Source: an optimization exercise on an open RTL-to-GDS flow (aim: small area). Production flows keep margins and buffers that such runs may drop.
The RTL was checked by simulation tests, not by an equivalence proof against the original design.
Power is estimated from default activity; no workload was simulated.

pepper:
==> flow/design.v (excerpt) <==
module ChrisLinn(clk,rst,k1,k2,k3,k4,k5,k6,k7,hK,lK,out,bugO,yimashuchu);
Settings: LEC_CHECK=0, CAP_MARGIN=20, CORE_MARGIN=2, CORE_UTILIZATION=80, CTS_BUF_LIST=sky130_fd_sc_hd__clkbuf_8, SLEW_MARGIN=20; clock period 10.0 ns.
run.sh (not shown) runs the stock make flow with config.mk's settings and CLKGATE_MAP_FILE= SYNTH_SCRIPT=/design/flow/synth_recipe.tcl, a recipe that flattens the netlist after the stock synthesis.
The following lists how cedar was set up differently from pepper:
- CORE_UTILIZATION: 80 -> 70
- CTS_BUF_LIST: sky130_fd_sc_hd__clkbuf_8 -> unset
==> flow/flow/run.sh (new file) <==
#!/bin/bash
# Layout flow: the standard ORFS flow (standard.sh) with three changes:
#  - synthesis maps logic with an area-oriented ABC script (flow/abc.script)
#    and without the half/full-adder extraction step;
#  - ports are buffered with sky130_fd_sc_hd__buf_1;
#  - clock tree synthesis uses buf_6 and no dummy loads.
# Every ORFS step writes its own log under orfs/logs; make's output goes to
# flow_make.log here.
set -euo pipefail
W=$(pwd)
rm -rf "$W/scripts"
cp -r "$FLOW_HOME/scripts" "$W/scripts"
cp "$W/flow/abc.script" "$W/scripts/abc_speed.script"
bash "$W/standard.sh" \
  SCRIPTS_DIR="$W/scripts" \
  ADDER_MAP_FILE= \
  BUFFER_PORTS_ARGS="-buffer_cell sky130_fd_sc_hd__buf_1" \
  CTS_ARGS="-sink_clustering_enable -repair_clock_nets -buf_list sky130_fd_sc_hd__buf_6 -dont_use_dummy_load" \
  finish > "$W/flow_make.log" 2>&1
==> flow/flow/abc.script (new file) <==
strash
&get -n
&deepsyn -I 3 -J 200
&put
&get -n
&dch -f
&nf -a -R 1000
&put
strash
&get -n
&deepsyn -I 3 -J 200
&put
&get -n
&dch -f
&nf -a -R 1000
&put
strash
&get -n
&deepsyn -I 3 -J 200
&put
&get -n
&dch -f
&nf -a -R 1000
&put
==> flow/standard.sh (new file) <==
#!/bin/bash
# synth_recipe.tcl (not shown) runs the flow's synth.tcl, then flattens the netlist and writes it again
# the make line also repeats each setting of config.mk as NAME=value (left out here)
make -C /OpenROAD-flow-scripts/flow DESIGN_CONFIG=/design/flow/config.mk WORK_HOME=/design/flow/orfs CLKGATE_MAP_FILE= SYNTH_SCRIPT=/design/flow/synth_recipe.tcl "${@:-finish}"
removed: flow/run.sh
==> comparison <==
Of cedar and pepper, the run reporting the lower actual transition at the worst max-transition pin was cedar.
Lower clock period minus final worst setup slack was reported by cedar, not pepper.
Lower layout overhead on the synthesized area was reported by cedar, not pepper.
As far as number of flops mapped to enable cells by yosys is concerned, pepper and cedar perform about the same.
Total stage count of the critical path, cedar and pepper, higher one = pepper.
cedar ended up with reg2out as its classification of the worst setup path; pepper ended up with reg2reg.
In cedar, the sequential element share of the synthesized area came out 7.3 points above the value in pepper.
Comparing cedar and pepper, the higher distinct cell type count of the synthesized netlist is on pepper.
Cmp cedar and pepper / internal power consumption / lower: cedar
Relative to pepper, the synthesized cell count of cedar is lower by 85.
Static leakage for cedar: about 20% down relative to pepper
In cedar, the reported combinational group power came out about 16% below the value in pepper.
--- input diff cedar..violet ---
--- a/flow/flow/run.sh
+++ b/flow/flow/run.sh
@@ -6 +6 @@
-#  - clock tree synthesis uses buf_6 and no dummy loads.
+#  - clock tree synthesis uses clkbuf_8 and no dummy loads.
@@ -18 +18 @@
-  CTS_ARGS="-sink_clustering_enable -repair_clock_nets -buf_list sky130_fd_sc_hd__buf_6 -dont_use_dummy_load" \
+  CTS_ARGS="-sink_clustering_enable -repair_clock_nets -buf_list sky130_fd_sc_hd__clkbuf_8 -dont_use_dummy_load" \
==> flow/flow/abc.script <==
strash
&get -n
&deepsyn -T 60
&put
&get -n
&dch -f
&nf -a
&put
Results
- From cedar to violet the numbers moved as follows: hold slack decreased 16 ps; clock network fraction of total power went up; slack of the worst reg-to-reg path down 540 ps; total global routing track utilization moved up; cell count saw an increase.
- The count of buffering cells on the critical path with inverters included of violet falls short of that of cedar by 1.
- Summary: with cedar as the reference, vertical extent of the die in violet moved up slightly.
- Against cedar, violet reports a setup slack that is lower.
- In the reports for cedar and violet, the larger power consumption belongs to violet.
Here is what was changed in the inputs of garnet compared with violet.
- putting CTS_BUF_LIST at sky130_fd_sc_hd__clkbuf_4 sky130_fd_sc_hd__clkbuf_8 where nothing was set
==> flow/run.sh (new file) <==
#!/bin/bash
# synth_recipe.tcl (not shown) runs the flow's synth.tcl, then flattens the netlist and writes it again
# the make line also repeats each setting of config.mk as NAME=value (left out here)
make -C /OpenROAD-flow-scripts/flow DESIGN_CONFIG=/design/flow/config.mk WORK_HOME=/design/flow/orfs CLKGATE_MAP_FILE= SYNTH_SCRIPT=/design/flow/synth_recipe.tcl finish
removed: flow/flow/run.sh
removed: flow/flow/abc.script
removed: flow/standard.sh
Findings:
inst13.g as the critical path launch point was reported by violet, and inst15.g by garnet. Count of clock-buffer cells in the layout ended up 3 higher on garnet than on violet. Comparing violet with garnet, the initial standard-cell utilization of the core came out essentially unchanged. [compare] base=violet new=garnet: clock group power now larger, cell area rose 14%, portion of total power attributed to the clock network moved up, slack of the critical path lower, number of distinct library cells after synthesis went up 21%. garnet has sequential share of cell area below what violet had. The compound-gate portion of the synthesized area in garnet sits 3.1 points below the value recorded for violet.
Setup changes, garnet to quartz
- a deleted CTS_BUF_LIST that had been sky130_fd_sc_hd__clkbuf_4 sky130_fd_sc_hd__clkbuf_8
==> flow/flow/run.sh (new file) <==
#!/bin/bash
# Layout flow: the standard ORFS flow (standard.sh) with three changes:
#  - synthesis maps logic with an area-oriented ABC script (flow/abc.script)
#    and without the half/full-adder extraction step;
#  - ports are buffered with sky130_fd_sc_hd__buf_1;
#  - clock tree synthesis uses clkbuf_8 and no dummy loads.
# Every ORFS step writes its own log under orfs/logs; make's output goes to
# flow_make.log here.
set -euo pipefail
W=$(pwd)
rm -rf "$W/scripts"
cp -r "$FLOW_HOME/scripts" "$W/scripts"
cp "$W/flow/abc.script" "$W/scripts/abc_speed.script"
bash "$W/standard.sh" \
  SCRIPTS_DIR="$W/scripts" \
  ADDER_MAP_FILE= \
  BUFFER_PORTS_ARGS="-buffer_cell sky130_fd_sc_hd__buf_1" \
  CTS_ARGS="-sink_clustering_enable -repair_clock_nets -buf_list sky130_fd_sc_hd__clkbuf_8 -dont_use_dummy_load" \
  finish > "$W/flow_make.log" 2>&1
==> flow/flow/abc.script (new file) <==
strash
&get -n
&deepsyn -I 3 -J 200
&put
&get -n
&dch -f
&nf -a -R 1000
&put
strash
&get -n
&deepsyn -I 3 -J 200
&put
&get -n
&dch -f
&nf -a -R 1000
&put
strash
&get -n
&deepsyn -I 3 -J 200
&put
&get -n
&dch -f
&nf -a -R 1000
&put
==> flow/standard.sh (new file) <==
#!/bin/bash
# synth_recipe.tcl (not shown) runs the flow's synth.tcl, then flattens the netlist and writes it again
# the make line also repeats each setting of config.mk as NAME=value (left out here)
make -C /OpenROAD-flow-scripts/flow DESIGN_CONFIG=/design/flow/config.mk WORK_HOME=/design/flow/orfs CLKGATE_MAP_FILE= SYNTH_SCRIPT=/design/flow/synth_recipe.tcl "${@:-finish}"
removed: flow/run.sh
==> comparison <==
- quartz: PASS, flow complete, no timing, DRC or antenna violations
- Clock latency of the later-clocked register in the worst-skew pair was higher in garnet than in quartz.
- Comparing the two runs side by side, quartz comes out ahead of garnet on headroom to the max-slew limit.
- Diff garnet -> quartz: internal power of the cells decreased about 9%, arrival time of data at the critical path endpoint decreased 2920 ps.
The following lists how lagoon was set up differently from quartz:
==> flow/flow/abc.script <==
strash
&get -n
&deepsyn -T 60
&put
&get -n
&dch -f
&nf -a -R 1000
&put
strash
&get -n
&deepsyn -T 60
&put
&get -n
&dch -f
&nf -a -R 1000
&put
[summary]
- met3 track demand over resource in global routing in lagoon is 0.94 points below quartz.
- Going from quartz to lagoon, total iterations of the first detailed-routing run grows by 1.
- Between quartz and lagoon, the difference in total power consumption of the routed design is negligible.
- Route | lagoon vs quartz | wire longer in lagoon
- | worst slack at placement | lower: lagoon |

[port drivers added, routing unchanged]
In the flow no input, the clock included, has a driving cell. The finished layouts below were timed again as built, in two steps.
Step 1 assumes that a clkbuf_16 drives the clock port and a buf_2 every other input.
Step 2 also shifts input and output timing later by t, the mid clock arrival at the registers, as if the neighbouring blocks saw the same clock.
a / b / c = ideal ports / drivers / drivers and shift; a / b = the first two.
| run | shift t [ns] | setup WS [ns] | slew at the worst register clock pin (ns) |
|---|---|---|---|
| pepper | 0.496 | 5.106 / 5.106 / 5.106 | 0.11 / 0.11 |
| cedar | 0.436 | 5.770 / 5.735 / 6.065 | 0.11 / 0.11 |
| violet | 0.470 | 5.523 / 5.523 / 5.523 | 0.10 / 0.10 |
| garnet | 0.492 | 5.197 / 5.197 / 5.197 | 0.09 / 0.09 |
| quartz | 0.460 | 5.756 / 5.721 / 6.027 | 0.10 / 0.10 |
| lagoon | 0.454 | 5.114 / 5.114 / 5.114 | 0.10 / 0.10 |
After both steps every run listed still meets setup and hold.
